Context: an optimization exercise on an open-source flow, tuned for small area, a short achievable clock period and few clock cycles. The choices shown serve that exercise and are no tape-out recipe.
At most, simulation tests tie the RTL to the original design; equivalence was not proved.
The clock input has no modelled driver; a real chip could not lean on it and would need a root buffer or a full tree.
Power is estimated from default activity; no workload was simulated.

Setup of run A:
==> flow/design.v <==
`timescale 1ns / 1ns
module bus_arb(clk, rst,
               start1, read_operation1, in_address1, in_data1,
               start2, read_operation2, in_address2, in_data2,
               out_data1, out_data2, finish1, finish2, cache_busy1, cache_busy2,
               mem_req, mem_we, mem_addr, mem_wdata, mem_ack, mem_rdata);
input clk, rst;
input start1, read_operation1, start2, read_operation2;
input [7:0] in_address1, in_address2, in_data1, in_data2;
output [7:0] out_data1, out_data2;
output reg finish1, finish2;
output reg cache_busy1, cache_busy2;
output reg mem_req;
output reg mem_we;
output reg [7:0] mem_addr;
output [7:0] mem_wdata;
input mem_ack;
input [7:0] mem_rdata;
reg smp;             
reg idle;            
reg owner;           
reg [7:0] data;      
wire start_owner = owner ? start2 : start1;
wire start_other = owner ? start1 : start2;
wire free = idle | (smp & mem_ack);
wire read_ack = smp & mem_ack & ~mem_we;
wire start_ok = start_other & ~(read_ack & (owner ? ~read_operation1 : ~read_operation2));
wire load = free & start_ok;    
always @(posedge clk)
begin
	if(rst)
	begin
		mem_req <= 0;
		idle <= 1;
		smp <= 0;
		owner <= 0;
		finish1 <= 0;
		finish2 <= 0;
		cache_busy1 <= 1;
		cache_busy2 <= 1;
	end
	else
	begin
		finish1 <= smp & mem_ack & ~owner;
		finish2 <= smp & mem_ack & owner;
		cache_busy1 <= ~(load & owner);
		cache_busy2 <= ~(load & ~owner);
		if(~idle & ~smp)
			smp <= 1;
		else if(free)
		begin
			smp <= 0;
			mem_req <= start_ok;
			idle <= ~start_ok;
			if(start_ok | start_owner)
				owner <= ~owner;
		end
	end
end
always @(posedge clk)
begin
	if(free)
	begin
		mem_we <= owner ? ~read_operation1 : ~read_operation2;
		mem_addr <= owner ? in_address1 : in_address2;
	end
	if(read_ack)
		data <= mem_rdata;
	else if(free)
		data <= owner ? in_data1 : in_data2;
end
assign mem_wdata = data;
assign out_data1 = data;
assign out_data2 = data;
endmodule
`timescale 1ns / 1ns
module dual_cache(clk, rst,
                  start1, read_operation1, in_address1, in_data1, out_data1, finish1, cache_busy1,
                  start2, read_operation2, in_address2, in_data2, out_data2, finish2, cache_busy2,
                  mem_req, mem_we, mem_addr, mem_wdata, mem_ack, mem_rdata);
input clk, rst;
input start1, read_operation1, start2, read_operation2;
input [7:0] in_address1, in_address2;
input [7:0] in_data1, in_data2;
output [7:0] out_data1, out_data2;
output finish1, finish2;
output cache_busy1, cache_busy2;
output mem_req, mem_we;
output [7:0] mem_addr, mem_wdata;
input mem_ack;
input [7:0] mem_rdata;
bus_arb busmem1(.clk(clk), .rst(rst),
                .start1(start1), .read_operation1(read_operation1), .in_address1(in_address1), .in_data1(in_data1),
                .start2(start2), .read_operation2(read_operation2), .in_address2(in_address2), .in_data2(in_data2),
                .out_data1(out_data1), .out_data2(out_data2), .finish1(finish1), .finish2(finish2),
                .cache_busy1(cache_busy1), .cache_busy2(cache_busy2),
                .mem_req(mem_req), .mem_we(mem_we), .mem_addr(mem_addr), .mem_wdata(mem_wdata),
                .mem_ack(mem_ack), .mem_rdata(mem_rdata));
endmodule
Settings: LEC_CHECK=0, CAP_MARGIN=20, CORE_AREA=2.3 2.3 57.7 57.7, DIE_AREA=0 0 60 60, SLEW_MARGIN=20; clock period 5.0 ns.
standard.sh (not shown) runs the stock make flow with config.mk's settings and CLKGATE_MAP_FILE= SYNTH_SCRIPT=/design/flow/synth_recipe.tcl, a recipe that flattens the netlist after the stock synthesis.
==> flow/flow/run.sh <==
#!/bin/bash
# Standard layout with three changes:
#  - the port buffers are sky130_fd_sc_hd__buf_1 instead of the delay buffer
#    buffer_ports picks by default;
#  - after clock tree synthesis, flow/clock.tcl replaces the two-level clock
#    tree with two clock buffers, each driving half of the flip-flops;
#  - it then repairs setup timing with a margin, so that the resizer works on
#    the paths that set the achieved clock period.
set -euo pipefail
here=$(pwd)
export CLOCK_REPAIR_MARGIN=3.33
export CLOCK_ROOT_BUFS=2
export CLOCK_ROOT_BUF=sky130_fd_sc_hd__clkbuf_8
bash standard.sh 'BUFFER_PORTS_ARGS=-buffer_cell sky130_fd_sc_hd__buf_1' "POST_CTS_TCL=$here/flow/clock.tcl" finish > standard_make.log 2>&1
Other scripts of this flow, unchanged in this note and not shown: flow/flow/clock.tcl
Modified inputs, run B compared to run A
diff --git a/flow/design.v b/flow/design.v
--- a/flow/design.v
+++ b/flow/design.v
@@ -9,26 +9,23 @@
 input [7:0] in_address1, in_address2, in_data1, in_data2;
 output [7:0] out_data1, out_data2;
 output reg finish1, finish2;
 output reg cache_busy1, cache_busy2;
 output reg mem_req;
 output reg mem_we;
-output reg [7:0] mem_addr;
-output [7:0] mem_wdata;
+output reg [7:0] mem_addr, mem_wdata;
 input mem_ack;
 input [7:0] mem_rdata;
 reg smp;             
 reg idle;            
 reg owner;           
-reg [7:0] data;      
+reg [7:0] rdata;
 wire start_owner = owner ? start2 : start1;
 wire start_other = owner ? start1 : start2;
 wire free = idle | (smp & mem_ack);
-wire read_ack = smp & mem_ack & ~mem_we;
-wire start_ok = start_other & ~(read_ack & (owner ? ~read_operation1 : ~read_operation2));
-wire load = free & start_ok;    
+wire load = free & start_other;    
 always @(posedge clk)
 begin
 	if(rst)
 	begin
 		mem_req <= 0;
 		idle <= 1;
@@ -47,34 +44,31 @@
 		cache_busy2 <= ~(load & ~owner);
 		if(~idle & ~smp)
 			smp <= 1;
 		else if(free)
 		begin
 			smp <= 0;
-			mem_req <= start_ok;
-			idle <= ~start_ok;
-			if(start_ok | start_owner)
+			mem_req <= start_other;
+			idle <= ~start_other;
+			if(start_other | start_owner)
 				owner <= ~owner;
 		end
 	end
 end
+wire sel1 = free & owner;
+wire sel2 = free & ~owner;
+wire hold = ~free;
 always @(posedge clk)
 begin
-	if(free)
-	begin
-		mem_we <= owner ? ~read_operation1 : ~read_operation2;
-		mem_addr <= owner ? in_address1 : in_address2;
-	end
-	if(read_ack)
-		data <= mem_rdata;
-	else if(free)
-		data <= owner ? in_data1 : in_data2;
+	rdata <= mem_rdata;
+	mem_we <= (sel1 & ~read_operation1) | (sel2 & ~read_operation2) | (hold & mem_we);
+	mem_addr <= ({8{sel1}} & in_address1) | ({8{sel2}} & in_address2) | ({8{hold}} & mem_addr);
+	mem_wdata <= ({8{sel1}} & in_data1) | ({8{sel2}} & in_data2) | ({8{hold}} & mem_wdata);
 end
-assign mem_wdata = data;
-assign out_data1 = data;
-assign out_data2 = data;
+assign out_data1 = rdata;
+assign out_data2 = rdata;
 endmodule
 `timescale 1ns / 1ns
 module dual_cache(clk, rst,
                   start1, read_operation1, in_address1, in_data1, out_data1, finish1, cache_busy1,
                   start2, read_operation2, in_address2, in_data2, out_data2, finish2, cache_busy2,
                   mem_req, mem_we, mem_addr, mem_wdata, mem_ack, mem_rdata);
==> run summary <==
[run B vs run A] overall power: higher in run B
Detailed-route wire length on metal 1 grows by more than 10% when moving from run A to run B.
Relative to run A, switching component of the power increased by 17% in run B.
Summary of run B over run A: wire length of the first global-routing pass +2.1%; via count moved up; wire length saw an increase.
The post-synthesis compound-gate area fraction in run B was higher than what run A gave.
Starting density of the core in run B is 1.6 points below run A.
Testbench counts of run B, summed over its fixed seeds: cycles 14,280.
The RTL of run A was laid out without a check of its function. No run of this note takes its clock network from TritonCTS; it comes from the design's own scripts or RTL.

[what the ideal ports hide]
Ports are ideal in the flow. The routed layouts listed here were re-timed in OpenROAD. Step 1: set_driving_cell puts a clkbuf_16 on clk and a buf_2 on each other input, an assumption about the parent block. Step 2 times the ports against the registers' clock, not the clock port: input delays grow and output delays shrink by t, the midpoint of the rising clock arrivals with the driver on. a / b / c = ideal ports / drivers / drivers and shift; a / b = the first two.
run | t (ns) | setup slack, ns | worst setup path at the end
run A | 0.170 | 3.253 / 3.237 / 3.067 | input to register
run B | 0.188 | 3.336 / 3.301 / 3.164 | input to register
After both steps every run listed still meets setup and hold. For run A, which loses most, drivers alone change the setup slack by -0.016 ns; drivers and shift together by -0.186 ns.
